This design comes from an exercise in tuning for small area and a short achievable clock period on the open sky130 flow, not from production work.

## cordic_stage
module cordic_stage (clk, reset, X_i, Y_i, Z_i, X_O, Y_O, Z_O);
  input clk;
  input reset;
  input  signed [15:0] X_i;
  input  signed [15:0] Y_i;
  input  signed [15:0] Z_i;
  output signed [15:0] X_O;
  output signed [15:0] Y_O;
  output signed [15:0] Z_O;
  reg [16*15-1:0] ws;
  reg [16*15-1:0] vs;
  reg [14:0] q;
  reg [14:0] n;
  reg signed [13:0] z1;
  reg signed [13:0] z2;
  reg signed [12:0] z3;
  reg signed [11:0] z4;
  reg signed [10:0] z5;
  reg signed [9:0]  z6;
  reg signed [8:0]  z7;
  reg signed [7:0]  z8;
  reg signed [6:0]  z9;
  reg signed [5:0]  z10;
  reg signed [4:0]  z11;
  reg signed [3:0]  z12;
  reg signed [2:0]  z13;
  reg signed [1:0]  z14;
  reg               z15;
  reg               z15c;
  reg               zo, zo2;
  reg [15:0] xo, yo;
  wire qi = Z_i[15] ^ Z_i[14];
  always @(posedge clk) begin
    ws[15:0] <= X_i ^ {16{qi}};
    vs[15:0] <= Y_i ^ {16{Z_i[15]}};
    q[0]     <= qi;
    n[0]     <= Z_i[14];
    z1       <= {~Z_i[13], Z_i[12:0]};
  end
  wire [13:0] dnext = {z14[1], z13[2], z12[3], z11[4], z10[5], z9[6], z8[7],
                       z7[8], z6[9], z5[10], z4[11], z3[12], z2[13], z1[13]};
  wire signed [13:0] z2n;
  wire [15:0] w1n, v1n;
  cordic_iter #(.J(0), .WI(14), .WO(14), .A(4836)) it0 (.w(ws[15:0]), .v(vs[15:0]),
    .n(n[0]), .q(q[0]), .z(z1), .wo(w1n), .vo(v1n), .zo(z2n));
  wire signed [12:0] z3n;
  wire [15:0] w2n, v2n;
  ...
==> module cordic_iter, before the edit <==
module cordic_iter (w, v, n, q, z, wo, vo, zo);
  parameter J = 0;
  parameter WI = 14;
  parameter WO = 14;
  parameter A = 0;
  parameter LAST = 0;
  input  [15:0]   w;
  input  [15:0]   v;
  input           n;
  input           q;
  input  [WI-1:0] z;
  output [15:0]   wo;
  output [15:0]   vo;
  output [WO-1:0] zo;
  localparam L = 16 - J;
  function [15:0] step;
    input [15:0] a;
    input [15:0] b;
    input        inv;
    input        cin;
    input        flip;
    reg   [L-1:0] bb, p, g, gg, pp, gn, pn;
    reg   [L:0]   c;
    reg           s, inc, dec, ones, zeros;
    integer i, d;
    begin
      bb = b[15:J] ^ {L{inv}};
      p  = a[L-1:0] ^ bb;
      g  = a[L-1:0] & bb;
      gg = g;
      pp = p;
      for (d = 1; d < L; d = d * 2) begin
        gn = gg; pn = pp;
        for (i = d; i < L; i = i + 1) begin
          gn[i] = gg[i] | (pp[i] & gg[i-d]);
          pn[i] = pp[i] & pp[i-d];
        end
        gg = gn; pp = pn;
      end
      c = {gg | (pp & {L{cin}}), cin};
      step[L-1:0] = p ^ c[L-1:0] ^ {L{flip}};
      s   = b[15] ^ inv;
      inc = c[L] & ~s;
      dec = ~c[L] & s;
      ones = 1'b1; zeros = 1'b1;
      for (i = L; i < 16; i = i + 1) begin
        step[i] = a[i] ^ flip ^ (inc & ones) ^ (dec & zeros);
        ones  = ones & a[i];
        zeros = zeros & ~a[i];
      end
    end
  endfunction
  wire nn = z[WI-1];
  assign wo = step(w, v, 1'b1, ~n ^ q, 1'b0);
  assign vo = step(v, w, 1'b0, q, LAST ? n : n ^ nn);
  wire [WI-1:0] k = A;
  wire [WI-1:0] s = z + (nn ? k : -k);
  assign zo = s[WO-1:0];
endmodule
clock: 3.65 ns
lec_check: 0
cap_margin: 20
core_margin: 2
core_utilization: 40
setup_slack_margin: 0.8
slew_margin: 20
synth_hierarchical: 1
synth_minimum_keep_size: 0
run.sh (not shown) runs the stock make flow with config.mk's settings and CLKGATE_MAP_FILE= SYNTH_SCRIPT=/design/flow/synth_recipe.tcl, a recipe that flattens the netlist after the stock synthesis.
The starting point finished clean.
==> next run, changes <==
--- a/flow/design.v
+++ b/flow/design.v
@@ -185,7 +185,7 @@
       bb = b[15:J] ^ {L{inv}};
       p  = a[L-1:0] ^ bb;
       g  = a[L-1:0] & bb;
-      gg = g;
+      gg = {g[L-1:1], g[0] | (p[0] & cin)};
       pp = p;
       for (d = 1; d < L; d = d * 2) begin
         gn = gg; pn = pp;
@@ -195,7 +195,7 @@
         end
         gg = gn; pp = pn;
       end
-      c = {gg | (pp & {L{cin}}), cin};
+      c = {gg, cin};
       step[L-1:0] = p ^ c[L-1:0] ^ {L{flip}};
       s   = b[15] ^ inv;
       inc = c[L] & ~s;
Outcome: The new run finished clean; maximum frequency goes up by a few percent; via count climbs by a few percent; synthesized cell count rises by a few percent; synthesized area is higher slightly; critical path depth stays the same; global-route usage came out higher by 0.71 points; setup slack gets better by 65 ps; count of clock-buffer cells in the layout is lower by 1; design area grows slightly.
No run of this note included a check of the RTL's function; only the layout flow was run.

port drivers added, routing unchanged:
Ports are ideal in the flow. The routed layouts listed here were re-timed in OpenROAD. Step 1 assumes that a clkbuf_16 drives the clock port and a buf_2 every other input. Step 2, shift: input delay + t, output delay - t, t = (earliest + latest rising clock arrival at the registers) / 2. This alone moves slack from input paths to output paths. Slacks: ideal ports / drivers / drivers and shift; pairs: ideal ports / drivers.
run | t, ns | slack for setup (ns) | worst hold slack (ns) | pins driven straight from the clock port
the first run | 0.697 | 0.801 / 0.801 / 0.801 | 0.329 / 0.329 / 0.329 | 1
the second run | 0.704 | 0.866 / 0.866 / 0.866 | 0.321 / 0.321 / 0.321 | 1
After both steps every run listed still meets setup and hold.
